Context: an optimization exercise on an open-source flow, tuned for small area, a short achievable clock period and few clock cycles per item. The choices shown serve that exercise and are no tape-out recipe.
Where RTL was checked, it was by simulation tests only, not by an equivalence proof against the original.
Function not checked in run 2: the RTL went through the layout flow alone.
Power is estimated from default activity; no workload was simulated.

## flow/design.v (module list and top-level ports; edited modules follow where they fit)
// module mant_l1: 1493 lines
// module mant_l2: 314 lines
// module mant_pipe: 16 lines
// module single_prec_mult: 34 lines
module single_prec_mult
  (
    input  wire        clk,
    input  wire        reset,
    input  wire        start,
    input  wire [31:0] a,
    input  wire [31:0] b,
    output wire [31:0] product,
    output reg         mult_done
  );
  // ...
==> flow/flow/run.sh <==
#!/bin/bash
# Standard layout with two changes:
#  - the port buffers are buf_1 cells rather than the resizer's default pick
#    (a slow delay buffer);
#  - after the standard synthesis, polarity.py flips full adders (which are
#    self-dual) to remove inverters between them; registers are untouched.
set -euo pipefail
export BUFFER_PORTS_ARGS="-buffer_cell sky130_fd_sc_hd__buf_1"
R="$PWD/orfs/results/$FLOW_PLATFORM/single_prec_mult/base"
bash standard.sh "$R/1_2_yosys.v" > synth.log 2>&1
python3 flow/polarity.py "$R/1_2_yosys.v" "$R/1_2_yosys.pol.v" > polarity.log 2>&1
cp "$R/1_2_yosys.v" "$R/1_2_yosys.std.v"
mv "$R/1_2_yosys.pol.v" "$R/1_2_yosys.v"
bash standard.sh > standard.log 2>&1
==> flow/flow/polarity.py <==
#!/usr/bin/env python3
"""Remove inverters around full adders in a mapped sky130 netlist.

A full adder is self-dual: FA(~a,~b,~c) = (~sum, ~cout).  So a full adder may be
replaced by the same cell fed with the complements of its inputs, its outputs then
carrying the complements.  This picks, by local search, which full adders to flip
so that fewest signals need an inverted copy, and rebuilds the inverters: one
inverter per signal whose inverted copy some load still needs.  Everything else
in the netlist (registers included) is kept as it is.

usage: polarity.py IN.v OUT.v
"""
import re, sys, collections

src = open(sys.argv[1]).read()
m = re.search(r'^(module .*?;\n)(.*)^endmodule', src, re.S | re.M)
head, body = m.group(1), m.group(2)
inst_re = re.compile(r'^\s*(sky130_fd_sc_hd__\w+)\s+(\S+)\s*\((.*?)\);\n', re.S | re.M)
decls = []
cells = []
pos = 0
for mm in inst_re.finditer(body):
    pre = body[pos:mm.start()]
    decls.append(pre)
    pins = [(p, n.strip()) for p, n in re.findall(r'\.(\w+)\(([^()]*)\)', mm.group(3))]
    cells.append([mm.group(1), mm.group(2), pins])
    pos = mm.end()
tail = body[pos:]
decl_txt = ''.join(decls)
assert 'assign' not in decl_txt and 'assign' not in tail, 'assign statements not handled'

OUTPINS = {'X', 'Y', 'Q', 'Q_N', 'SUM', 'COUT', 'HI', 'LO'}
def is_inv(t):
    return re.match(r'sky130_fd_sc_hd__(clk)?inv_\d+$', t) is not None
def is_fa(t):
    return re.match(r'sky130_fd_sc_hd__fa_\d+$', t) is not None

ports_out = set()
for mm in re.finditer(r'^\s*output\s+(\[(\d+):(\d+)\]\s+)?(\S+);', head + decl_txt, re.M):
    name = mm.group(4)
    if mm.group(1):
        hi, lo = int(mm.group(2)), int(mm.group(3))
        for i in range(min(hi, lo), max(hi, lo) + 1):
            ports_out.add('%s[%d]' % (name, i))
    else:
        ports_out.add(name)

driver = {}
for ci, (t, n, pins) in enumerate(cells):
    for p, net in pins:
        if p in OUTPINS:
            driver[net] = (ci, p)
invs = set(ci for ci, c in enumerate(cells) if is_inv(c[0]))
fas = [ci for ci, c in enumerate(cells) if is_fa(c[0])]

def base_of(net):
    par = 0
    seen = 0
    while net in driver and driver[net][0] in invs:
        ci = driver[net][0]
        net = dict(cells[ci][2])['A']
        par ^= 1
        seen += 1
        assert seen < 100
    return net, par

# loads: every input pin of a non-inverter cell, plus output ports driven through inverters
loads = []   # (cell index or None, pin, base, parity)
for ci, (t, n, pins) in enumerate(cells):
    if ci in invs:
        continue
    for pi, (p, net) in enumerate(pins):
        if p in OUTPINS:
            continue
        if net.startswith("1'") or net == '':
            continue
        b, par = base_of(net)
        loads.append((ci, pi, b, par))
# output ports driven by inverters need a load entry too
port_loads = []
for net in ports_out:
    if net in driver and driver[net][0] in invs:
        b, par = base_of(net)
        port_loads.append((net, b, par))

fixed = set()
for ci in fas:
    for p, net in cells[ci][2]:
        if p in ('SUM', 'COUT') and net in ports_out:
            fixed.add(ci)
fa_set = set(fas)
flip = collections.defaultdict(int)

by_base = collections.defaultdict(list)
for L in loads:
    by_base[L[2]].append(L)
for net, b, par in port_loads:
    by_base[b].append((None, net, b, par))
cell_bases = collections.defaultdict(set)   # bases touching an FA (as load or driver)
for b, Ls in by_base.items():
    for L in Ls:
        if L[0] is not None and L[0] in fa_set:
            cell_bases[L[0]].add(b)
    if b in driver and driver[b][0] in fa_set:
        cell_bases[driver[b][0]].add(b)

def need_inv(b):
    d = flip[driver[b][0]] if b in driver and driver[b][0] in fa_set else 0
    for ci, pi, bb, par in by_base[b]:
        f = flip[ci] if ci is not None and ci in fa_set else 0
        if par ^ f ^ d:
            return 1
    return 0

def cost_around(ci):
    return sum(need_inv(b) for b in cell_bases[ci])

before = sum(need_inv(b) for b in by_base)
changed = True
passes = 0
while changed and passes < 50:
    changed = False
    passes += 1
    for ci in fas:
        if ci in fixed:
            continue
        c0 = cost_around(ci)
        flip[ci] ^= 1
        c1 = cost_around(ci)
        if c1 < c0:
            changed = True
        else:
            flip[ci] ^= 1
# simulated annealing from the greedy result (deterministic seed)
import random, math
rng = random.Random(1)
cur = sum(need_inv(b) for b in by_base)
best = cur; best_flip = dict(flip)
free = [c for c in fas if c not in fixed]
T = 2.0
for it in range(200000):
    ci = free[rng.randrange(len(free))]
    c0 = cost_around(ci)
    flip[ci] ^= 1
    c1 = cost_around(ci)
    dlt = c1 - c0
    if dlt <= 0 or rng.random() < math.exp(-dlt / T):
        cur += dlt
        if cur < best:
            best = cur; best_flip = dict(flip)
    else:
        flip[ci] ^= 1
    T = max(0.05, 2.0 * (1 - it / 150000.0))
flip = collections.defaultdict(int, best_flip)
after = sum(need_inv(b) for b in by_base)

# rebuild
newcells = []
inv_net = {}
extra_wires = []
cnt = [0]
def inverted(b):
    if b not in inv_net:
        cnt[0] += 1
        nn = '_pol_n%d_' % cnt[0]
        extra_wires.append(nn)
        inv_net[b] = nn
        newcells.append(['sky130_fd_sc_hd__inv_1', '_pol_i%d_' % cnt[0], [('A', b), ('Y', nn)]])
    return inv_net[b]
load_map = {}
for b, Ls in by_base.items():
    d = flip[driver[b][0]] if b in driver and driver[b][0] in fa_set else 0
    for ci, pi, bb, par in Ls:
        f = flip[ci] if ci is not None and ci in fa_set else 0
        want_inv = par ^ f ^ d
        load_map[(ci, pi)] = inverted(b) if want_inv else b
out_cells = []
port_assign = []
for ci, (t, n, pins) in enumerate(cells):
    if ci in invs:
        continue
    newpins = []
    for pi, (p, net) in enumerate(pins):
        if (ci, pi) in load_map:
            net = load_map[(ci, pi)]
        newpins.append((p, net))
    out_cells.append([t, n, newpins])
# output ports that were driven by inverters: drive them with a buffer-free inverter or direct
for (ci, net), nn in ((k, v) for k, v in load_map.items() if k[0] is None):
    pass
for net, b, par in port_loads:
    d = flip[driver[b][0]] if b in driver and driver[b][0] in fa_set else 0
    if par ^ d:
        cnt[0] += 1
        out_cells.append(['sky130_fd_sc_hd__inv_1', '_pol_o%d_' % cnt[0], [('A', b), ('Y', net)]])
    else:
        cnt[0] += 1
        out_cells.append(['sky130_fd_sc_hd__buf_1', '_pol_o%d_' % cnt[0], [('A', b), ('X', net)]])
out_cells.extend(newcells)

# drop declarations of nets no longer used? keep them (dangling wires are harmless)
o = [head, decl_txt]
for w in extra_wires:
    o.append('  wire %s;\n' % w)
for t, n, pins in out_cells:
    o.append('  %s %s (\n%s\n  );\n' % (t, n, ',\n'.join('    .%s(%s%s)' % (p, net, ' ' if net.startswith('\\') else '') for p, net in pins)))
o.append(tail)
o.append('endmodule\n')
open(sys.argv[2], 'w').write(''.join(o) + src[m.end():])
sys.stderr.write('polarity: %d FAs, %d flipped, inverters %d -> %d (old inverter cells %d), %d passes\n'
                 % (len(fas), sum(flip[c] for c in fas), before, after, len(invs), passes))
==> flow/standard.sh <==
#!/bin/bash
# synth_recipe.tcl (not shown) runs the flow's synth.tcl, then flattens the netlist and writes it again
# the make line also repeats each setting of config.mk as NAME=value (left out here)
make -C /OpenROAD-flow-scripts/flow DESIGN_CONFIG=/design/flow/config.mk WORK_HOME=/design/flow/orfs CLKGATE_MAP_FILE= SYNTH_SCRIPT=/design/flow/synth_recipe.tcl "${@:-finish}"
==> flow/config.mk <==
export PLATFORM = sky130hd
export DESIGN_NAME = single_prec_mult
export DESIGN_NICKNAME = single_prec_mult
export VERILOG_FILES = /design/flow/design.v
export SDC_FILE = /design/flow/constraint.sdc
export NUM_CORES = 4
export LEC_CHECK = 0
export ABC_AREA = 1
export CAP_MARGIN = 20
export CORE_MARGIN = 2
export CORE_UTILIZATION = 70
export PLACE_DENSITY = 0.8
export SETUP_SLACK_MARGIN = 0.1
export SLEW_MARGIN = 20
==> flow/constraint.sdc <==
create_clock -name core_clock -period 5.0 [get_ports {clk}]
set_input_delay 1.0000 -clock core_clock [delete_from_list [all_inputs] [get_ports {clk}]]
set_output_delay 1.0000 -clock core_clock [all_outputs]
set_load 0.01 [all_outputs]
==> results.txt, run 1 <==
status=timing/DRC/antenna clean; Crit path top cell by count=nand2_4; PostCTS Resize Cnt=3; critical path's top delay family=simple AND/OR/NAND/NOR gates; Comb pwr share=79.2%; Max Used Layer=met5; IO Port Bufs=99; DR iter-0 viols=1705; Buffers excl. clock=236; antenna violations before repair=2; global-route wire length before repair=84000 um; Seq power=1930 uW; unrepaired setup endpoints after global routing=false; crit-path cells=fa_2 > fa_1 > ha_4 > nand2_2 > nor2_4 > nand2_4 > nor2_4 > nand2_2 > nor3_2 > nand2_2 > nand2_4 > nand2_4 > nand2_4 > nand2_4 > nand2_8 > nand3_2 > nand2_1 > buf_1; GRT Total Usage=42.9%; Pwr top=combinational cells; largest net degree at the start of global routing=60; Final WS setup=0.219 ns; post-route minimum period=4.78 ns; Design Area, Final=19100 sq um; Worst Hold Class=in -> async; Clock transition at path regs=0.08 ns; Fmax achieved=209 MHz; Initial Util=71.2%; Syn Area/Cell=9.45 sq um; Max Cap Viol=0; Clock Sinks=93; Clk. pwr=735 uW; Critical Path Fanout Max=15; Max VDD drop=0.731 mV; CTS tree=built; Worst path max stage delay=0.53 ns; fillcell total=1651; multi-input logic portion of the cell area=68.3%; clk buf depth=2; Net Sw Power=6660 uW; Post-Route WL=54900 um
Testbench counts, summed over its fixed seeds: cycles 2,048, items 2,048.
==> module mant_l2, before the edit <==
module mant_l2
  (
    input  wire [81:0] q,
    output wire [24:0] p
  );
wire s575;
wire c576;
wire s577;
wire c578;
wire s579;
wire c580;
wire s581;
wire c582;
wire s583;
wire c584;
wire s585;
wire c586;
wire s587;
wire c588;
wire s589;
wire c590;
wire s591;
wire c592;
wire s593;
wire c594;
wire s595;
wire c596;
wire s597;
wire c598;
wire s599;
wire c600;
wire s601;
wire c602;
wire s603;
wire c604;
wire s605;
wire c606;
wire s607;
wire c608;
wire s609;
wire c610;
wire s611;
wire c612;
wire s613;
wire c614;
wire s615;
wire c616;
wire s617;
wire c618;
wire s619;
wire c620;
wire s621;
wire c622;
wire s623;
wire c624;
wire s625;
wire c626;
wire s627;
wire c628;
wire s629;
wire c630;
wire s631;
wire c632;
assign s575 = q[20] ^ q[21];
assign c576 = q[20] & q[21];
assign s577 = q[23] ^ q[24];
assign c578 = q[23] & q[24];
assign s579 = q[25] ^ q[26];
assign c580 = q[25] & q[26];
assign s581 = q[27] ^ q[28];
assign c582 = q[27] & q[28];
assign s583 = q[29] ^ q[30];
assign c584 = q[29] & q[30];
assign s585 = q[31] ^ q[32] ^ q[33];
assign c586 = (q[31] & q[32]) | (q[33] & (q[31] ^ q[32]));
assign s587 = q[34] ^ q[35];
assign c588 = q[34] & q[35];
assign s589 = q[36] ^ q[37] ^ q[38];
assign c590 = (q[36] & q[37]) | (q[38] & (q[36] ^ q[37]));
assign s591 = q[39] ^ q[40];
assign c592 = q[39] & q[40];
assign s593 = q[41] ^ q[42];
assign c594 = q[41] & q[42];
assign s595 = q[43] ^ q[44] ^ q[45];
assign c596 = (q[43] & q[44]) | (q[45] & (q[43] ^ q[44]));
assign s597 = q[46] ^ q[47];
assign c598 = q[46] & q[47];
assign s599 = q[48] ^ q[49];
assign c600 = q[48] & q[49];
assign s601 = q[50] ^ q[51] ^ q[52];
assign c602 = (q[50] & q[51]) | (q[52] & (q[50] ^ q[51]));
assign s603 = q[53] ^ c600;
assign c604 = q[53] & c600;
assign s605 = q[54] ^ q[55] ^ c602;
assign c606 = (q[54] & q[55]) | (c602 & (q[54] ^ q[55]));
assign s607 = q[56] ^ q[57];
assign c608 = q[56] & q[57];
assign s609 = q[58] ^ q[59];
assign c610 = q[58] & q[59];
assign s611 = q[60] ^ q[61];
assign c612 = q[60] & q[61];
assign s613 = q[62] ^ q[63];
assign c614 = q[62] & q[63];
assign s615 = q[64] ^ q[65];
assign c616 = q[64] & q[65];
assign s617 = q[66] ^ q[67];
assign c618 = q[66] & q[67];
assign s619 = q[68] ^ q[69];
assign c620 = q[68] & q[69];
assign s621 = q[70] ^ q[71];
assign c622 = q[70] & q[71];
assign s623 = q[72] ^ q[73];
assign c624 = q[72] & q[73];
assign s625 = q[74] ^ q[75];
assign c626 = q[74] & q[75];
assign s627 = q[76] ^ q[77];
assign c628 = q[76] & q[77];
assign s629 = q[78] ^ q[79];
assign c630 = q[78] & q[79];
assign s631 = q[80] ^ q[81];
assign c632 = q[80] & q[81];
wire [37:0] fa_a = {c630, c628, c626, c624, c622, c620, c618, c616, c614, c612, c610, c608, s607, c604, s601, c598, s597, c594, c592, s591, c588, s587, c584, c582, c580, c578, c576, q[22], q[18], q[16], q[14], q[12], q[10], q[8], q[6], q[4], q[2], q[0]};
wire [37:0] fa_b = {s631, s629, s627, s625, s623, s621, s619, s617, s615, s613, s611, s609, c606, s605, s603, s599, c596, s595, s593, c590, s589, c586, s585, s583, s581, s579, s577, s575, q[19], q[17], q[15], q[13], q[11], q[9], q[7], q[5], q[3], q[1]};
wire [37:0] fg = fa_a & fa_b;
wire [37:0] fp = fa_a ^ fa_b;
wire bg1 = fg[1] | (fp[1] & fg[0]);
wire bp1 = fp[1] & fp[0];
wire bg2 = fg[3] | (fp[3] & fg[2]);
wire bp2 = fp[3] & fp[2];
wire bg3 = fg[5] | (fp[5] & fg[4]);
wire bp3 = fp[5] & fp[4];
wire bg4 = fg[7] | (fp[7] & fg[6]);
wire bp4 = fp[7] & fp[6];
wire bg5 = fg[9] | (fp[9] & fg[8]);
wire bp5 = fp[9] & fp[8];
wire bg6 = fg[11] | (fp[11] & fg[10]);
wire bp6 = fp[11] & fp[10];
wire bg7 = fg[13] | (fp[13] & fg[12]);
wire bp7 = fp[13] & fp[12];
wire bg8 = fg[15] | (fp[15] & fg[14]);
wire bp8 = fp[15] & fp[14];
wire bg9 = fg[17] | (fp[17] & fg[16]);
wire bp9 = fp[17] & fp[16];
wire bg10 = fg[19] | (fp[19] & fg[18]);
wire bp10 = fp[19] & fp[18];
wire bg11 = fg[21] | (fp[21] & fg[20]);
wire bp11 = fp[21] & fp[20];
wire bg12 = fg[23] | (fp[23] & fg[22]);
wire bp12 = fp[23] & fp[22];
wire bg13 = fg[25] | (fp[25] & fg[24]);
wire bp13 = fp[25] & fp[24];
wire bg14 = fg[27] | (fp[27] & fg[26]);
wire bp14 = fp[27] & fp[26];
wire bg15 = fg[29] | (fp[29] & fg[28]);
wire bp15 = fp[29] & fp[28];
wire bg16 = fg[31] | (fp[31] & fg[30]);
wire bp16 = fp[31] & fp[30];
wire bg17 = fg[33] | (fp[33] & fg[32]);
wire bp17 = fp[33] & fp[32];
wire bg18 = fg[35] | (fp[35] & fg[34]);
wire bp18 = fp[35] & fp[34];
wire bg19 = fg[37] | (fp[37] & fg[36]);
wire bp19 = fp[37] & fp[36];
wire bg20 = fg[2] | (fp[2] & bg1);
wire bp20 = fp[2] & bp1;
wire bg21 = bg2 | (bp2 & bg1);
wire bp21 = bp2 & bp1;
wire bg22 = fg[6] | (fp[6] & bg3);
wire bp22 = fp[6] & bp3;
wire bg23 = bg4 | (bp4 & bg3);
wire bp23 = bp4 & bp3;
wire bg24 = fg[10] | (fp[10] & bg5);
wire bp24 = fp[10] & bp5;
wire bg25 = bg6 | (bp6 & bg5);
wire bp25 = bp6 & bp5;
wire bg26 = fg[14] | (fp[14] & bg7);
wire bp26 = fp[14] & bp7;
wire bg27 = bg8 | (bp8 & bg7);
wire bp27 = bp8 & bp7;
wire bg28 = fg[18] | (fp[18] & bg9);
wire bp28 = fp[18] & bp9;
wire bg29 = bg10 | (bp10 & bg9);
wire bp29 = bp10 & bp9;
wire bg30 = fg[22] | (fp[22] & bg11);
wire bp30 = fp[22] & bp11;
wire bg31 = bg12 | (bp12 & bg11);
wire bp31 = bp12 & bp11;
wire bg32 = fg[26] | (fp[26] & bg13);
wire bp32 = fp[26] & bp13;
wire bg33 = bg14 | (bp14 & bg13);
wire bp33 = bp14 & bp13;
wire bg34 = fg[30] | (fp[30] & bg15);
wire bp34 = fp[30] & bp15;
wire bg35 = bg16 | (bp16 & bg15);
wire bp35 = bp16 & bp15;
wire bg36 = fg[34] | (fp[34] & bg17);
wire bp36 = fp[34] & bp17;
wire bg37 = bg18 | (bp18 & bg17);
wire bp37 = bp18 & bp17;
wire bg38 = fg[4] | (fp[4] & bg21);
wire bp38 = fp[4] & bp21;
wire bg39 = bg3 | (bp3 & bg21);
wire bp39 = bp3 & bp21;
wire bg40 = bg22 | (bp22 & bg21);
wire bp40 = bp22 & bp21;
wire bg41 = bg23 | (bp23 & bg21);
wire bp41 = bp23 & bp21;
wire bg42 = fg[12] | (fp[12] & bg25);
wire bp42 = fp[12] & bp25;
wire bg43 = bg7 | (bp7 & bg25);
wire bp43 = bp7 & bp25;
wire bg44 = bg26 | (bp26 & bg25);
wire bp44 = bp26 & bp25;
wire bg45 = bg27 | (bp27 & bg25);
wire bp45 = bp27 & bp25;
wire bg46 = fg[20] | (fp[20] & bg29);
wire bp46 = fp[20] & bp29;
wire bg47 = bg11 | (bp11 & bg29);
wire bp47 = bp11 & bp29;
wire bg48 = bg30 | (bp30 & bg29);
wire bp48 = bp30 & bp29;
wire bg49 = bg31 | (bp31 & bg29);
wire bp49 = bp31 & bp29;
wire bg50 = fg[28] | (fp[28] & bg33);
wire bp50 = fp[28] & bp33;
wire bg51 = bg15 | (bp15 & bg33);
wire bp51 = bp15 & bp33;
wire bg52 = bg34 | (bp34 & bg33);
wire bp52 = bp34 & bp33;
wire bg53 = bg35 | (bp35 & bg33);
wire bp53 = bp35 & bp33;
wire bg54 = fg[36] | (fp[36] & bg37);
wire bp54 = fp[36] & bp37;
wire bg55 = bg19 | (bp19 & bg37);
wire bp55 = bp19 & bp37;
wire bg56 = fg[8] | (fp[8] & bg41);
wire bp56 = fp[8] & bp41;
wire bg57 = bg5 | (bp5 & bg41);
wire bp57 = bp5 & bp41;
wire bg58 = bg24 | (bp24 & bg41);
wire bp58 = bp24 & bp41;
wire bg59 = bg25 | (bp25 & bg41);
wire bp59 = bp25 & bp41;
wire bg60 = bg42 | (bp42 & bg41);
wire bp60 = bp42 & bp41;
wire bg61 = bg43 | (bp43 & bg41);
wire bp61 = bp43 & bp41;
wire bg62 = bg44 | (bp44 & bg41);
wire bp62 = bp44 & bp41;
wire bg63 = bg45 | (bp45 & bg41);
wire bp63 = bp45 & bp41;
wire bg64 = fg[24] | (fp[24] & bg49);
wire bp64 = fp[24] & bp49;
wire bg65 = bg13 | (bp13 & bg49);
wire bp65 = bp13 & bp49;
wire bg66 = bg32 | (bp32 & bg49);
wire bp66 = bp32 & bp49;
wire bg67 = bg33 | (bp33 & bg49);
wire bp67 = bp33 & bp49;
wire bg68 = bg50 | (bp50 & bg49);
wire bp68 = bp50 & bp49;
wire bg69 = bg51 | (bp51 & bg49);
wire bp69 = bp51 & bp49;
wire bg70 = bg52 | (bp52 & bg49);
wire bp70 = bp52 & bp49;
wire bg71 = bg53 | (bp53 & bg49);
wire bp71 = bp53 & bp49;
wire bg72 = fg[16] | (fp[16] & bg63);
wire bp72 = fp[16] & bp63;
wire bg73 = bg9 | (bp9 & bg63);
wire bp73 = bp9 & bp63;
wire bg74 = bg28 | (bp28 & bg63);
wire bp74 = bp28 & bp63;
wire bg75 = bg29 | (bp29 & bg63);
wire bp75 = bp29 & bp63;
wire bg76 = bg46 | (bp46 & bg63);
wire bp76 = bp46 & bp63;
wire bg77 = bg47 | (bp47 & bg63);
wire bp77 = bp47 & bp63;
wire bg78 = bg48 | (bp48 & bg63);
wire bp78 = bp48 & bp63;
wire bg79 = bg49 | (bp49 & bg63);
wire bp79 = bp49 & bp63;
wire bg80 = bg64 | (bp64 & bg63);
wire bp80 = bp64 & bp63;
wire bg81 = bg65 | (bp65 & bg63);
wire bp81 = bp65 & bp63;
wire bg82 = bg66 | (bp66 & bg63);
wire bp82 = bp66 & bp63;
wire bg83 = bg67 | (bp67 & bg63);
wire bp83 = bp67 & bp63;
wire bg84 = bg68 | (bp68 & bg63);
wire bp84 = bp68 & bp63;
wire bg85 = bg69 | (bp69 & bg63);
wire bp85 = bp69 & bp63;
wire bg86 = bg70 | (bp70 & bg63);
wire bp86 = bp70 & bp63;
wire bg87 = bg71 | (bp71 & bg63);
wire bp87 = bp71 & bp63;
wire bg88 = fg[32] | (fp[32] & bg87);
wire bp88 = fp[32] & bp87;
wire bg89 = bg17 | (bp17 & bg87);
wire bp89 = bp17 & bp87;
wire bg90 = bg36 | (bp36 & bg87);
wire bp90 = bp36 & bp87;
wire bg91 = bg37 | (bp37 & bg87);
wire bp91 = bp37 & bp87;
wire bg92 = bg54 | (bp54 & bg87);
wire bp92 = bp54 & bp87;
wire bg93 = bg55 | (bp55 & bg87);
wire bp93 = bp55 & bp87;
wire [37:0] fsum = {fp[37] ^ bg92, fp[36] ^ bg91, fp[35] ^ bg90, fp[34] ^ bg89, fp[33] ^ bg88, fp[32] ^ bg87, fp[31] ^ bg86, fp[30] ^ bg85, fp[29] ^ bg84, fp[28] ^ bg83, fp[27] ^ bg82, fp[26] ^ bg81, fp[25] ^ bg80, fp[24] ^ bg79, fp[23] ^ bg78, fp[22] ^ bg77, fp[21] ^ bg76, fp[20] ^ bg75, fp[19] ^ bg74, fp[18] ^ bg73, fp[17] ^ bg72, fp[16] ^ bg63, fp[15] ^ bg62, fp[14] ^ bg61, fp[13] ^ bg60, fp[12] ^ bg59, fp[11] ^ bg58, fp[10] ^ bg57, fp[9] ^ bg56, fp[8] ^ bg41, fp[7] ^ bg40, fp[6] ^ bg39, fp[5] ^ bg38, fp[4] ^ bg21, fp[3] ^ bg20, fp[2] ^ bg1, fp[1] ^ fg[0], fp[0]};
assign p = fsum[37:13];
endmodule
==> module mant_pipe, before the edit <==
module mant_pipe
  (
    input  wire        clk,
    input  wire        en,
    input  wire [22:0] x,
    input  wire [22:0] y,
    output wire [24:0] p
  );
wire [81:0] cut;
reg  [81:0] cut_q;
mant_l1 mant_l1 (.x(x), .y(y), .cut(cut));
always @(posedge clk)
  if (en)
    cut_q <= cut;
mant_l2 mant_l2 (.q(cut_q), .p(p));
endmodule
==> run 2, diff against run 1 <==
--- a/flow/design.v
+++ b/flow/design.v
@@ -1,13 +1,13 @@
 module mant_l1
   (
     input  wire [22:0] x,
     input  wire [22:0] y,
-    output wire [81:0] cut
+    output wire [80:0] cut
   );
 wire s1;
 wire c2;
 wire s3;
 wire c4;
 wire s5;
 wire c6;
 wire s7;
@@ -573,16 +573,20 @@
 wire s567;
 wire c568;
 wire s569;
 wire c570;
 wire s571;
 wire c572;
 wire s573;
 wire c574;
+wire s575;
+wire c576;
+wire s577;
+wire c578;
 wire one0 = y[0] ^ 1'b0;
 wire two0 = (y[1] & ~y[0] & ~1'b0) | (~y[1] & y[0] & 1'b0);
 wire neg0 = y[1];
 wire pp0_0 = ((one0 & x[0]) | (two0 & 1'b0)) ^ neg0;
 wire pp0_1 = ((one0 & x[1]) | (two0 & x[0])) ^ neg0;
 wire pp0_2 = ((one0 & x[2]) | (two0 & x[1])) ^ neg0;
 wire pp0_3 = ((one0 & x[3]) | (two0 & x[2])) ^ neg0;
 wire pp0_4 = ((one0 & x[4]) | (two0 & x[3])) ^ neg0;
@@ -1360,151 +1364,151 @@
 assign s443 = c420 ^ c422 ^ c424;
 assign c444 = (c420 & c422) | (c424 & (c420 ^ c422));
 assign s445 = s437 ^ s439 ^ s441;
 assign c446 = (s437 & s439) | (s441 & (s437 ^ s439));
 assign s447 = c426 ^ c428 ^ s443;
 assign c448 = (c426 & c428) | (s443 & (c426 ^ c428));
 assign s449 = s445 ^ c430 ^ s447;
 assign c450 = (s445 & c430) | (s447 & (s445 ^ c430));
-assign s451 = 1'b1 ^ x[10] ^ pp10_14;
-assign c452 = (1'b1 & x[10]) | (pp10_14 & (1'b1 ^ x[10]));
-assign s453 = pp11_12 ^ pp5_24 ^ pp6_22;
-assign c454 = (pp11_12 & pp5_24) | (pp6_22 & (pp11_12 ^ pp5_24));
-assign s455 = pp7_20 ^ pp8_18 ^ pp9_16;
-assign c456 = (pp7_20 & pp8_18) | (pp9_16 & (pp7_20 ^ pp8_18));
-assign s457 = c438 ^ c440 ^ c442;
-assign c458 = (c438 & c440) | (c442 & (c438 ^ c440));
-assign s459 = s451 ^ s453 ^ s455;
-assign c460 = (s451 & s453) | (s455 & (s451 ^ s453));
-assign s461 = c444 ^ c446 ^ s457;
-assign c462 = (c444 & c446) | (s457 & (c444 ^ c446));
-assign s463 = s459 ^ c448 ^ s461;
-assign c464 = (s459 & c448) | (s461 & (s459 ^ c448));
-assign s465 = x[11] ^ ~neg5 ^ pp10_15;
-assign c466 = (x[11] & ~neg5) | (pp10_15 & (x[11] ^ ~neg5));
-assign s467 = pp11_13 ^ pp6_23 ^ pp7_21;
-assign c468 = (pp11_13 & pp6_23) | (pp7_21 & (pp11_13 ^ pp6_23));
-assign s469 = pp8_19 ^ pp9_17 ^ c452;
-assign c470 = (pp8_19 & pp9_17) | (c452 & (pp8_19 ^ pp9_17));
-assign s471 = c454 ^ c456 ^ s465;
-assign c472 = (c454 & c456) | (s465 & (c454 ^ c456));
-assign s473 = s467 ^ s469 ^ c458;
-assign c474 = (s467 & s469) | (c458 & (s467 ^ s469));
-assign s475 = c460 ^ s471 ^ s473;
-assign c476 = (c460 & s471) | (s473 & (c460 ^ s471));
-assign s477 = c462 ^ s475;
-assign c478 = c462 & s475;
-assign s479 = 1'b1 ^ x[12] ^ pp10_16;
-assign c480 = (1'b1 & x[12]) | (pp10_16 & (1'b1 ^ x[12]));
-assign s481 = pp11_14 ^ pp6_24 ^ pp7_22;
-assign c482 = (pp11_14 & pp6_24) | (pp7_22 & (pp11_14 ^ pp6_24));
-assign s483 = pp8_20 ^ pp9_18 ^ c466;
-assign c484 = (pp8_20 & pp9_18) | (c466 & (pp8_20 ^ pp9_18));
-assign s485 = c468 ^ s479 ^ s481;
-assign c486 = (c468 & s479) | (s481 & (c468 ^ s479));
-assign s487 = c470 ^ s483 ^ c472;
-assign c488 = (c470 & s483) | (c472 & (c470 ^ s483));
-assign s489 = s485 ^ c474 ^ s487;
-assign c490 = (s485 & c474) | (s487 & (s485 ^ c474));
-assign s491 = c476 ^ s489;
-assign c492 = c476 & s489;
-assign s493 = x[13] ^ ~neg6 ^ pp10_17;
-assign c494 = (x[13] & ~neg6) | (pp10_17 & (x[13] ^ ~neg6));
-assign s495 = pp11_15 ^ pp7_23 ^ pp8_21;
-assign c496 = (pp11_15 & pp7_23) | (pp8_21 & (pp11_15 ^ pp7_23));
-assign s497 = pp9_19 ^ c480 ^ c482;
-assign c498 = (pp9_19 & c480) | (c482 & (pp9_19 ^ c480));
-assign s499 = s493 ^ s495 ^ c484;
-assign c500 = (s493 & s495) | (c484 & (s493 ^ s495));
-assign s501 = c486 ^ s497 ^ s499;
-assign c502 = (c486 & s497) | (s499 & (c486 ^ s497));
-assign s503 = c488 ^ s501 ^ c490;
-assign c504 = (c488 & s501) | (c490 & (c488 ^ s501));
-assign s505 = 1'b1 ^ x[14] ^ pp10_18;
-assign c506 = (1'b1 & x[14]) | (pp10_18 & (1'b1 ^ x[14]));
-assign s507 = pp11_16 ^ pp7_24 ^ pp8_22;
-assign c508 = (pp11_16 & pp7_24) | (pp8_22 & (pp11_16 ^ pp7_24));
-assign s509 = pp9_20 ^ c494 ^ c496;
-assign c510 = (pp9_20 & c494) | (c496 & (pp9_20 ^ c494));
-assign s511 = s505 ^ s507 ^ c498;
-assign c512 = (s505 & s507) | (c498 & (s505 ^ s507));
-assign s513 = s509 ^ c500 ^ s511;
-assign c514 = (s509 & c500) | (s511 & (s509 ^ c500));
-assign s515 = c502 ^ s513;
-assign c516 = c502 & s513;
-assign s517 = x[15] ^ ~neg7 ^ pp10_19;
-assign c518 = (x[15] & ~neg7) | (pp10_19 & (x[15] ^ ~neg7));
-assign s519 = pp11_17 ^ pp8_23 ^ pp9_21;
-assign c520 = (pp11_17 & pp8_23) | (pp9_21 & (pp11_17 ^ pp8_23));
-assign s521 = c506 ^ c508 ^ s517;
-assign c522 = (c506 & c508) | (s517 & (c506 ^ c508));
-assign s523 = s519 ^ c510 ^ s521;
-assign c524 = (s519 & c510) | (s521 & (s519 ^ c510));
-assign s525 = c512 ^ s523 ^ c514;
-assign c526 = (c512 & s523) | (c514 & (c512 ^ s523));
-assign s527 = 1'b1 ^ x[16] ^ pp10_20;
-assign c528 = (1'b1 & x[16]) | (pp10_20 & (1'b1 ^ x[16]));
-assign s529 = pp11_18 ^ pp8_24 ^ pp9_22;
-assign c530 = (pp11_18 & pp8_24) | (pp9_22 & (pp11_18 ^ pp8_24));
-assign s531 = c518 ^ c520 ^ s527;
-assign c532 = (c518 & c520) | (s527 & (c518 ^ c520));
-assign s533 = s529 ^ c522 ^ s531;
-assign c534 = (s529 & c522) | (s531 & (s529 ^ c522));
-assign s535 = c524 ^ s533;
-assign c536 = c524 & s533;
-assign s537 = x[17] ^ ~neg8 ^ pp10_21;
-assign c538 = (x[17] & ~neg8) | (pp10_21 & (x[17] ^ ~neg8));
-assign s539 = pp11_19 ^ pp9_23 ^ c528;
-assign c540 = (pp11_19 & pp9_23) | (c528 & (pp11_19 ^ pp9_23));
-assign s541 = c530 ^ s537 ^ s539;
-assign c542 = (c530 & s537) | (s539 & (c530 ^ s537));
-assign s543 = c532 ^ s541 ^ c534;
-assign c544 = (c532 & s541) | (c534 & (c532 ^ s541));
-assign s545 = 1'b1 ^ x[18] ^ pp10_22;
-assign c546 = (1'b1 & x[18]) | (pp10_22 & (1'b1 ^ x[18]));
-assign s547 = pp11_20 ^ pp9_24 ^ c538;
-assign c548 = (pp11_20 & pp9_24) | (c538 & (pp11_20 ^ pp9_24));
-assign s549 = s545 ^ c540 ^ s547;
-assign c550 = (s545 & c540) | (s547 & (s545 ^ c540));
-assign s551 = c542 ^ s549;
-assign c552 = c542 & s549;
-assign s553 = x[19] ^ ~neg9 ^ pp10_23;
-assign c554 = (x[19] & ~neg9) | (pp10_23 & (x[19] ^ ~neg9));
-assign s555 = pp11_21 ^ c546 ^ s553;
-assign c556 = (pp11_21 & c546) | (s553 & (pp11_21 ^ c546));
-assign s557 = c548 ^ s555 ^ c550;
-assign c558 = (c548 & s555) | (c550 & (c548 ^ s555));
-assign s559 = 1'b1 ^ x[20] ^ pp10_24;
-assign c560 = (1'b1 & x[20]) | (pp10_24 & (1'b1 ^ x[20]));
-assign s561 = pp11_22 ^ c554 ^ s559;
-assign c562 = (pp11_22 & c554) | (s559 & (pp11_22 ^ c554));
-assign s563 = c556 ^ s561;
-assign c564 = c556 & s561;
-assign s565 = x[21] ^ ~neg10 ^ pp11_23;
-assign c566 = (x[21] & ~neg10) | (pp11_23 & (x[21] ^ ~neg10));
-assign s567 = c560 ^ s565 ^ c562;
-assign c568 = (c560 & s565) | (c562 & (c560 ^ s565));
-assign s569 = 1'b1 ^ x[22] ^ pp11_24;
-assign c570 = (1'b1 & x[22]) | (pp11_24 & (1'b1 ^ x[22]));
-assign s571 = c566 ^ s569;
-assign c572 = c566 & s569;
-assign s573 = 1'b1 ^ c570;
-assign c574 = 1'b1 & c570;
-assign cut = {c572, s573, c568, s571, s567, c564, c558, s563, s557, c552, c544, s551, s543, c536, c526, s535, s525, c516, c504, s515, s503, c492, s491, c478, s477, c464, s463, c450, c436, c434, s449, c432, s435, c418, s417, c400, c382, s399, c380, s381, c362, s361, c342, c322, s341, c320, s321, c300, c278, s299, c276, s277, c256, s255, c236, s235, c216, s215, c198, c180, s197, c178, s179, s177, s161, c144, s143, c128, s127, c112, s111, c98, s97, c84, s83, s81, s71, c60, c50, s59, lowsum[10], s49};
+assign s451 = c432 ^ s449;
+assign c452 = c432 & s449;
+assign s453 = 1'b1 ^ x[10] ^ pp10_14;
+assign c454 = (1'b1 & x[10]) | (pp10_14 & (1'b1 ^ x[10]));
+assign s455 = pp11_12 ^ pp5_24 ^ pp6_22;
+assign c456 = (pp11_12 & pp5_24) | (pp6_22 & (pp11_12 ^ pp5_24));
+assign s457 = pp7_20 ^ pp8_18 ^ pp9_16;
+assign c458 = (pp7_20 & pp8_18) | (pp9_16 & (pp7_20 ^ pp8_18));
+assign s459 = c438 ^ c440 ^ c442;
+assign c460 = (c438 & c440) | (c442 & (c438 ^ c440));
+assign s461 = s453 ^ s455 ^ s457;
+assign c462 = (s453 & s455) | (s457 & (s453 ^ s455));
+assign s463 = c444 ^ c446 ^ s459;
+assign c464 = (c444 & c446) | (s459 & (c444 ^ c446));
+assign s465 = s461 ^ c448 ^ s463;
+assign c466 = (s461 & c448) | (s463 & (s461 ^ c448));
+assign s467 = c450 ^ s465;
+assign c468 = c450 & s465;
+assign s469 = x[11] ^ ~neg5 ^ pp10_15;
+assign c470 = (x[11] & ~neg5) | (pp10_15 & (x[11] ^ ~neg5));
+assign s471 = pp11_13 ^ pp6_23 ^ pp7_21;
+assign c472 = (pp11_13 & pp6_23) | (pp7_21 & (pp11_13 ^ pp6_23));
+assign s473 = pp8_19 ^ pp9_17 ^ c454;
+assign c474 = (pp8_19 & pp9_17) | (c454 & (pp8_19 ^ pp9_17));
+assign s475 = c456 ^ c458 ^ s469;
+assign c476 = (c456 & c458) | (s469 & (c456 ^ c458));
+assign s477 = s471 ^ s473 ^ c460;
+assign c478 = (s471 & s473) | (c460 & (s471 ^ s473));
+assign s479 = c462 ^ s475 ^ s477;
+assign c480 = (c462 & s475) | (s477 & (c462 ^ s475));
+assign s481 = c464 ^ s479 ^ c466;
+assign c482 = (c464 & s479) | (c466 & (c464 ^ s479));
+assign s483 = 1'b1 ^ x[12] ^ pp10_16;
+assign c484 = (1'b1 & x[12]) | (pp10_16 & (1'b1 ^ x[12]));
+assign s485 = pp11_14 ^ pp6_24 ^ pp7_22;
+assign c486 = (pp11_14 & pp6_24) | (pp7_22 & (pp11_14 ^ pp6_24));
+assign s487 = pp8_20 ^ pp9_18 ^ c470;
+assign c488 = (pp8_20 & pp9_18) | (c470 & (pp8_20 ^ pp9_18));
+assign s489 = c472 ^ s483 ^ s485;
+assign c490 = (c472 & s483) | (s485 & (c472 ^ s483));
+assign s491 = c474 ^ s487 ^ c476;
+assign c492 = (c474 & s487) | (c476 & (c474 ^ s487));
+assign s493 = s489 ^ c478 ^ s491;
+assign c494 = (s489 & c478) | (s491 & (s489 ^ c478));
+assign s495 = c480 ^ s493;
+assign c496 = c480 & s493;
+assign s497 = x[13] ^ ~neg6 ^ pp10_17;
+assign c498 = (x[13] & ~neg6) | (pp10_17 & (x[13] ^ ~neg6));
+assign s499 = pp11_15 ^ pp7_23 ^ pp8_21;
+assign c500 = (pp11_15 & pp7_23) | (pp8_21 & (pp11_15 ^ pp7_23));
+assign s501 = pp9_19 ^ c484 ^ c486;
+assign c502 = (pp9_19 & c484) | (c486 & (pp9_19 ^ c484));
+assign s503 = s497 ^ s499 ^ c488;
+assign c504 = (s497 & s499) | (c488 & (s497 ^ s499));
+assign s505 = c490 ^ s501 ^ s503;
+assign c506 = (c490 & s501) | (s503 & (c490 ^ s501));
+assign s507 = c492 ^ s505 ^ c494;
+assign c508 = (c492 & s505) | (c494 & (c492 ^ s505));
+assign s509 = 1'b1 ^ x[14] ^ pp10_18;
+assign c510 = (1'b1 & x[14]) | (pp10_18 & (1'b1 ^ x[14]));
+assign s511 = pp11_16 ^ pp7_24 ^ pp8_22;
+assign c512 = (pp11_16 & pp7_24) | (pp8_22 & (pp11_16 ^ pp7_24));
+assign s513 = pp9_20 ^ c498 ^ c500;
+assign c514 = (pp9_20 & c498) | (c500 & (pp9_20 ^ c498));
+assign s515 = s509 ^ s511 ^ c502;
+assign c516 = (s509 & s511) | (c502 & (s509 ^ s511));
+assign s517 = s513 ^ c504 ^ s515;
+assign c518 = (s513 & c504) | (s515 & (s513 ^ c504));
+assign s519 = c506 ^ s517;
+assign c520 = c506 & s517;
+assign s521 = x[15] ^ ~neg7 ^ pp10_19;
+assign c522 = (x[15] & ~neg7) | (pp10_19 & (x[15] ^ ~neg7));
+assign s523 = pp11_17 ^ pp8_23 ^ pp9_21;
+assign c524 = (pp11_17 & pp8_23) | (pp9_21 & (pp11_17 ^ pp8_23));
+assign s525 = c510 ^ c512 ^ s521;
+assign c526 = (c510 & c512) | (s521 & (c510 ^ c512));
+assign s527 = s523 ^ c514 ^ s525;
+assign c528 = (s523 & c514) | (s525 & (s523 ^ c514));
+assign s529 = c516 ^ s527 ^ c518;
+assign c530 = (c516 & s527) | (c518 & (c516 ^ s527));
+assign s531 = 1'b1 ^ x[16] ^ pp10_20;
+assign c532 = (1'b1 & x[16]) | (pp10_20 & (1'b1 ^ x[16]));
+assign s533 = pp11_18 ^ pp8_24 ^ pp9_22;
+assign c534 = (pp11_18 & pp8_24) | (pp9_22 & (pp11_18 ^ pp8_24));
+assign s535 = c522 ^ c524 ^ s531;
+assign c536 = (c522 & c524) | (s531 & (c522 ^ c524));
+assign s537 = s533 ^ c526 ^ s535;
+assign c538 = (s533 & c526) | (s535 & (s533 ^ c526));
+assign s539 = c528 ^ s537;
+assign c540 = c528 & s537;
+assign s541 = x[17] ^ ~neg8 ^ pp10_21;
+assign c542 = (x[17] & ~neg8) | (pp10_21 & (x[17] ^ ~neg8));
+assign s543 = pp11_19 ^ pp9_23 ^ c532;
+assign c544 = (pp11_19 & pp9_23) | (c532 & (pp11_19 ^ pp9_23));
+assign s545 = c534 ^ s541 ^ s543;
+assign c546 = (c534 & s541) | (s543 & (c534 ^ s541));
+assign s547 = c536 ^ s545 ^ c538;
+assign c548 = (c536 & s545) | (c538 & (c536 ^ s545));
+assign s549 = 1'b1 ^ x[18] ^ pp10_22;
+assign c550 = (1'b1 & x[18]) | (pp10_22 & (1'b1 ^ x[18]));
+assign s551 = pp11_20 ^ pp9_24 ^ c542;
+assign c552 = (pp11_20 & pp9_24) | (c542 & (pp11_20 ^ pp9_24));
+assign s553 = s549 ^ c544 ^ s551;
+assign c554 = (s549 & c544) | (s551 & (s549 ^ c544));
+assign s555 = c546 ^ s553;
+assign c556 = c546 & s553;
+assign s557 = x[19] ^ ~neg9 ^ pp10_23;
+assign c558 = (x[19] & ~neg9) | (pp10_23 & (x[19] ^ ~neg9));
+assign s559 = pp11_21 ^ c550 ^ s557;
+assign c560 = (pp11_21 & c550) | (s557 & (pp11_21 ^ c550));
+assign s561 = c552 ^ s559 ^ c554;
+assign c562 = (c552 & s559) | (c554 & (c552 ^ s559));
+assign s563 = 1'b1 ^ x[20] ^ pp10_24;
+assign c564 = (1'b1 & x[20]) | (pp10_24 & (1'b1 ^ x[20]));
+assign s565 = pp11_22 ^ c558 ^ s563;
+assign c566 = (pp11_22 & c558) | (s563 & (pp11_22 ^ c558));
+assign s567 = c560 ^ s565;
+assign c568 = c560 & s565;
+assign s569 = x[21] ^ ~neg10 ^ pp11_23;
+assign c570 = (x[21] & ~neg10) | (pp11_23 & (x[21] ^ ~neg10));
+assign s571 = c564 ^ s569 ^ c566;
+assign c572 = (c564 & s569) | (c566 & (c564 ^ s569));
+assign s573 = 1'b1 ^ x[22] ^ pp11_24;
+assign c574 = (1'b1 & x[22]) | (pp11_24 & (1'b1 ^ x[22]));
+assign s575 = c570 ^ s573;
+assign c576 = c570 & s573;
+assign s577 = 1'b1 ^ c574;
+assign c578 = 1'b1 & c574;
+assign cut = {c576, s577, c572, s575, s571, c568, c562, s567, s561, c556, c548, s555, s547, c540, c530, s539, s529, c520, c508, s519, s507, c496, c482, s495, s481, c468, s467, c452, c436, s451, c434, s435, c418, s417, c400, c382, s399, c380, s381, c362, s361, c342, c322, s341, c320, s321, c300, c278, s299, c276, s277, c256, s255, c236, s235, c216, s215, c198, c180, s197, c178, s179, s177, s161, c144, s143, c128, s127, c112, s111, c98, s97, c84, s83, s81, s71, c60, c50, s59, lowsum[10], s49};
 endmodule
 module mant_l2
   (
-    input  wire [81:0] q,
+    input  wire [80:0] q,
     output wire [24:0] p
   );
-wire s575;
-wire c576;
-wire s577;
-wire c578;
 wire s579;
 wire c580;
 wire s581;
 wire c582;
 wire s583;
 wire c584;
 wire s585;
 wire c586;
@@ -1549,76 +1553,76 @@
 wire s625;
 wire c626;
 wire s627;
 wire c628;
 wire s629;
 wire c630;
 wire s631;
 wire c632;
-assign s575 = q[20] ^ q[21];
-assign c576 = q[20] & q[21];
-assign s577 = q[23] ^ q[24];
-assign c578 = q[23] & q[24];
-assign s579 = q[25] ^ q[26];
-assign c580 = q[25] & q[26];
-assign s581 = q[27] ^ q[28];
-assign c582 = q[27] & q[28];
-assign s583 = q[29] ^ q[30];
-assign c584 = q[29] & q[30];
-assign s585 = q[31] ^ q[32] ^ q[33];
-assign c586 = (q[31] & q[32]) | (q[33] & (q[31] ^ q[32]));
-assign s587 = q[34] ^ q[35];
-assign c588 = q[34] & q[35];
-assign s589 = q[36] ^ q[37] ^ q[38];
-assign c590 = (q[36] & q[37]) | (q[38] & (q[36] ^ q[37]));
-assign s591 = q[39] ^ q[40];
-assign c592 = q[39] & q[40];
-assign s593 = q[41] ^ q[42];
-assign c594 = q[41] & q[42];
-assign s595 = q[43] ^ q[44] ^ q[45];
-assign c596 = (q[43] & q[44]) | (q[45] & (q[43] ^ q[44]));
-assign s597 = q[46] ^ q[47];
-assign c598 = q[46] & q[47];
-assign s599 = q[48] ^ q[49];
-assign c600 = q[48] & q[49];
-assign s601 = q[50] ^ q[51] ^ q[52];
-assign c602 = (q[50] & q[51]) | (q[52] & (q[50] ^ q[51]));
-assign s603 = q[53] ^ c600;
-assign c604 = q[53] & c600;
-assign s605 = q[54] ^ q[55] ^ c602;
-assign c606 = (q[54] & q[55]) | (c602 & (q[54] ^ q[55]));
-assign s607 = q[56] ^ q[57];
-assign c608 = q[56] & q[57];
-assign s609 = q[58] ^ q[59];
-assign c610 = q[58] & q[59];
-assign s611 = q[60] ^ q[61];
-assign c612 = q[60] & q[61];
-assign s613 = q[62] ^ q[63];
-assign c614 = q[62] & q[63];
-assign s615 = q[64] ^ q[65];
-assign c616 = q[64] & q[65];
-assign s617 = q[66] ^ q[67];
-assign c618 = q[66] & q[67];
-assign s619 = q[68] ^ q[69];
-assign c620 = q[68] & q[69];
-assign s621 = q[70] ^ q[71];
-assign c622 = q[70] & q[71];
-assign s623 = q[72] ^ q[73];
-assign c624 = q[72] & q[73];
-assign s625 = q[74] ^ q[75];
-assign c626 = q[74] & q[75];
-assign s627 = q[76] ^ q[77];
-assign c628 = q[76] & q[77];
-assign s629 = q[78] ^ q[79];
-assign c630 = q[78] & q[79];
-assign s631 = q[80] ^ q[81];
-assign c632 = q[80] & q[81];
-wire [37:0] fa_a = {c630, c628, c626, c624, c622, c620, c618, c616, c614, c612, c610, c608, s607, c604, s601, c598, s597, c594, c592, s591, c588, s587, c584, c582, c580, c578, c576, q[22], q[18], q[16], q[14], q[12], q[10], q[8], q[6], q[4], q[2], q[0]};
-wire [37:0] fa_b = {s631, s629, s627, s625, s623, s621, s619, s617, s615, s613, s611, s609, c606, s605, s603, s599, c596, s595, s593, c590, s589, c586, s585, s583, s581, s579, s577, s575, q[19], q[17], q[15], q[13], q[11], q[9], q[7], q[5], q[3], q[1]};
+wire s633;
+wire c634;
+assign s579 = q[20] ^ q[21];
+assign c580 = q[20] & q[21];
+assign s581 = q[23] ^ q[24];
+assign c582 = q[23] & q[24];
+assign s583 = q[25] ^ q[26];
+assign c584 = q[25] & q[26];
+assign s585 = q[27] ^ q[28];
+assign c586 = q[27] & q[28];
+assign s587 = q[29] ^ q[30];
+assign c588 = q[29] & q[30];
+assign s589 = q[31] ^ q[32] ^ q[33];
+assign c590 = (q[31] & q[32]) | (q[33] & (q[31] ^ q[32]));
+assign s591 = q[34] ^ q[35];
+assign c592 = q[34] & q[35];
+assign s593 = q[36] ^ q[37] ^ q[38];
+assign c594 = (q[36] & q[37]) | (q[38] & (q[36] ^ q[37]));
+assign s595 = q[39] ^ q[40];
+assign c596 = q[39] & q[40];
+assign s597 = q[41] ^ q[42];
+assign c598 = q[41] & q[42];
+assign s599 = q[43] ^ q[44] ^ q[45];
+assign c600 = (q[43] & q[44]) | (q[45] & (q[43] ^ q[44]));
+assign s601 = q[46] ^ q[47];
+assign c602 = q[46] & q[47];
+assign s603 = q[48] ^ q[49];
+assign c604 = q[48] & q[49];
+assign s605 = q[50] ^ q[51] ^ q[52];
+assign c606 = (q[50] & q[51]) | (q[52] & (q[50] ^ q[51]));
+assign s607 = q[53] ^ q[54];
+assign c608 = q[53] & q[54];
+assign s609 = q[55] ^ q[56];
+assign c610 = q[55] & q[56];
+assign s611 = q[57] ^ q[58];
+assign c612 = q[57] & q[58];
+assign s613 = q[59] ^ q[60];
+assign c614 = q[59] & q[60];
+assign s615 = q[61] ^ q[62];
+assign c616 = q[61] & q[62];
+assign s617 = q[63] ^ q[64];
+assign c618 = q[63] & q[64];
+assign s619 = q[65] ^ q[66];
+assign c620 = q[65] & q[66];
+assign s621 = q[67] ^ q[68];
+assign c622 = q[67] & q[68];
+assign s623 = q[69] ^ q[70];
+assign c624 = q[69] & q[70];
+assign s625 = q[71] ^ q[72];
+assign c626 = q[71] & q[72];
+assign s627 = q[73] ^ q[74];
+assign c628 = q[73] & q[74];
+assign s629 = q[75] ^ q[76];
+assign c630 = q[75] & q[76];
+assign s631 = q[77] ^ q[78];
+assign c632 = q[77] & q[78];
+assign s633 = q[79] ^ q[80];
+assign c634 = q[79] & q[80];
+wire [37:0] fa_a = {c632, c630, c628, c626, c624, c622, c620, c618, c616, c614, c612, c610, c608, s607, c604, c602, s601, c598, c596, s595, c592, s591, c588, c586, c584, c582, c580, q[22], q[18], q[16], q[14], q[12], q[10], q[8], q[6], q[4], q[2], q[0]};
+wire [37:0] fa_b = {s633, s631, s629, s627, s625, s623, s621, s619, s617, s615, s613, s611, s609, c606, s605, s603, c600, s599, s597, c594, s593, c590, s589, s587, s585, s583, s581, s579, q[19], q[17], q[15], q[13], q[11], q[9], q[7], q[5], q[3], q[1]};
 wire [37:0] fg = fa_a & fa_b;
 wire [37:0] fp = fa_a ^ fa_b;
 wire bg1 = fg[1] | (fp[1] & fg[0]);
 wire bp1 = fp[1] & fp[0];
 wire bg2 = fg[3] | (fp[3] & fg[2]);
 wire bp2 = fp[3] & fp[2];
 wire bg3 = fg[5] | (fp[5] & fg[4]);
 wire bp3 = fp[5] & fp[4];
@@ -1808,18 +1812,18 @@
 module mant_pipe
   (
     input  wire        clk,
     input  wire        en,
     input  wire [22:0] x,
     input  wire [22:0] y,
     output wire [24:0] p
   );
-wire [81:0] cut;
-reg  [81:0] cut_q;
+wire [80:0] cut;
+reg  [80:0] cut_q;
 mant_l1 mant_l1 (.x(x), .y(y), .cut(cut));
 always @(posedge clk)
   if (en)
     cut_q <= cut;
 mant_l2 mant_l2 (.q(cut_q), .p(p));
 endmodule
 module single_prec_mult
   (
==> flow/flow/run.sh (replaced) <==
#!/bin/bash
# Standard layout with two changes:
#  - the port buffers are buf_2 cells rather than the resizer's default pick
#    (a slow delay buffer);
#  - after the standard synthesis, polarity.py flips full adders (which are
#    self-dual) to remove inverters between them; registers are untouched.
set -euo pipefail
export BUFFER_PORTS_ARGS="-buffer_cell sky130_fd_sc_hd__buf_2"
R="$PWD/orfs/results/$FLOW_PLATFORM/single_prec_mult/base"
bash standard.sh "$R/1_2_yosys.v" > synth.log 2>&1
python3 flow/polarity.py "$R/1_2_yosys.v" "$R/1_2_yosys.pol.v" > polarity.log 2>&1
cp "$R/1_2_yosys.v" "$R/1_2_yosys.std.v"
mv "$R/1_2_yosys.pol.v" "$R/1_2_yosys.v"
bash standard.sh > standard.log 2>&1
==> run 2 against run 1 <==
- clock skew did not move
- critical endpoint is now mant_pipe.cut_q[30]
- synthesized cell count fell by 1.7%
- synthesized area fell by 2.0%
- sequential cell count fell by 1
- sequential power barely moved
- global-route usage rose by 1.0 points
==> results.txt, run 2 <==
PwrDens=681 nW/um^2; Placeable Area=23600 sq um; H-Tree Depth=3; Top Registers=mant_pipe.cut_q x81, e_q x8; Worst-Skew Late Latency=0.36 ns; slew margin rel.=27.2%; Clock transition at path regs=0.08 ns (about the same); Pwr Total=12800 uW; wire per inst=24.6 um; layout cells sized above 1=14.9%; unrepaired setup endpoints after global routing=false; IO Port Bufs=99 (unchanged); syn_nets=2246; crit path launch=b[3]; Fmax achieved=214 MHz (+2.4%); clk root buf=clkbuf_16; DR iter-0 viols=2108 (+24%); final setup TNS=0 ns; Critical Path Fanout Max=14 (-1); largest net degree at the start of global routing=63 (+5.0%); commonest non-fill, non-tap cell in the layout=xor2_1; Final ANT Viol Nets=0; Inserted Clock Buffers=9; Leak Pwr=0.00887 uW; Via Count=14700; number of iterations in the first detailed-routing pass=7; global route total overflow=0; io pins=100; Syn Area/Cell=9.42 sq um (-0.29%); post-route clock period utilization=93.4%; status=timing/DRC/antenna clean; CP Launch Type=input port; Critical Path AT=4.78 ns; Worst path max stage delay=0.52 ns (about the same); Via density=6.55; clk buf depth=2 (unchanged); reg2reg start=mult_done; Pins Over Slew Limit=0; Initial Util=71.9% (+0.69 points); Slew @ Worst Pin=1.08 ns; Finish-stage setup viols=0; Max Cap Viol=0 (unchanged); Die H=160 um; global-route wire length before repair=84800 um (+0.95%); antenna violations before repair=1 (-1); post-synthesis cell area=17000 sq um; Worst Hold Class=in -> async; Worst R2R Setup Slack=4.21 ns; Critical Path Sink Type=register; most frequent cells in the layout=xor2_1, o22ai_1, fa_1; critical path's top delay family=adder cells; die width=160 um; skew final=0 ns; Cell Rows=56; Max VDD drop=0.613 mV (-16%); GRT Total Usage=43.9% (+1.0 points); Clock Sinks=92 (-1.1%); worst path required time=5.11 ns; Largest Register=mant_pipe.cut_q; fillcell total=1507 (-8.7%); CTS tree=built; Post-Route WL=55100 um (+0.38%); Die Area=25500 sq um; Slowest cell on crit path=fa_1; Mapped Cells=1802; Post-DP HPWL=43100 um; Post-route DRC=0; Final #Nets=2360; crit-path cells=buf_2 > or2_2 > nand2_1 > nand2_1 > o22ai_1 > xor2_1 > fa_1 > fa_1 > fa_1 > fa_1 > fa_1 > ha_1; max reg flops=81; vias in the first global route=14900; GP Congestion=1.01; area grow syn2layout=10.8%; CP Buf/Inv Count=1; Yosys warnings=2; Fin. Hold Viols=0; Crit path top cell by count=fa_1; Crit Path Class=in -> reg; post-route minimum period=4.67 ns (-0.110 ns)
-- run 2: what timing repair did --
action	in CTS	in global routing
hold buffers	0	0
setup buffers	0	0
setup endpoints to repair	0	31
resized for setup	0	2
-- run 2: layout make-up --
cell class	instances	area, sq um	area share (%)
clock buffer	9	225	1.20
sequential	92	2760	14.7
clock inverter	7	86.3	0.459
tap	319	399	2.12
antenna	1	2.50	0.0133
multi-input combinational	1341	12800	67.9
inverter	229	860	4.57
timing repair buffer	243	1720	9.13
-- run 2: final timing paths --
kind,endpoint,cells past startpoint
worst min register to register,mult_done,1
worst max register to register,mult_done,1
min in group core_clock,mult_done,1
worst min-delay path,mult_done,2
max in group asynchronous,mult_done,2
worst max-delay path,mant_pipe.cut_q[30],12
-- run 2: per-stage QoR --
| stage | area [sq um] | std cells | worst slack [ns] | hold slack (ns) | utilization, % |
|---|---|---|---|---|---|
| floorplan | 17000 | 1802 | 0.134 | 0.512 | - |
| CTS | 18800 | 2240 | 0.344 | 0.462 | 79.6 |
| detailed placement | 18500 | 2224 | 0.00352 | 0.474 | 78.3 |
| finish | 18800 | 2241 | 0.330 | 0.465 | 79.7 |
| global route | 18800 | 2240 | 0.196 | 0.455 | 79.7 |
| global placement | 18500 | 2224 | 0.0532 | 0.448 | 78.3 |
-- run 2: power breakdown --
group	leakage, uW	switching (uW)	internal, uW
logic	0.00783	6090	4030
clock network	0.000148	362	398
registers	0.000896	155	1770
-- run 2: routing by layer --
metal	wire length [um]	track usage [%]	share of wire (%)	vias up
met2	23700	64.9	43	1169
met4	2630	17.6	4.8	0
met1	20600	59.6	37	7014
met5	0	0	0	-
met3	8270	15.5	15	234
li1	-	-	-	6259

re-timing with driven ports:
In the flow no input, the clock included, has a driving cell. The finished layouts below were timed again as built, in two steps. Step 1: set_driving_cell puts a clkbuf_16 on clk and a buf_2 on each other input, an assumption about the parent block. Step 2 moves the port delays by t, midway between the first and last clock arrival at a register: inputs arrive t later, outputs are due t later. That takes back most of the time a late clock gives input paths. a / b / c = ideal ports / drivers / drivers and shift; a / b = the first two.
run	t (ns)	setup slack, ns	worst setup path after step 2	worst register clock-pin slew, ns	worst slew at a driven data input, ns
run 1	0.408	0.219 / 0.171 / -0.148	input to register	0.08 / 0.08	0.09
run 2	0.408	0.330 / 0.350 / -0.058	input to register	0.09 / 0.09	0.11
With both steps, setup timing fails in run 1 and run 2, where it was met with ideal ports. The setup slack of run 2, which loses most, moves by +0.020 ns with the drivers and by -0.388 ns with both steps.
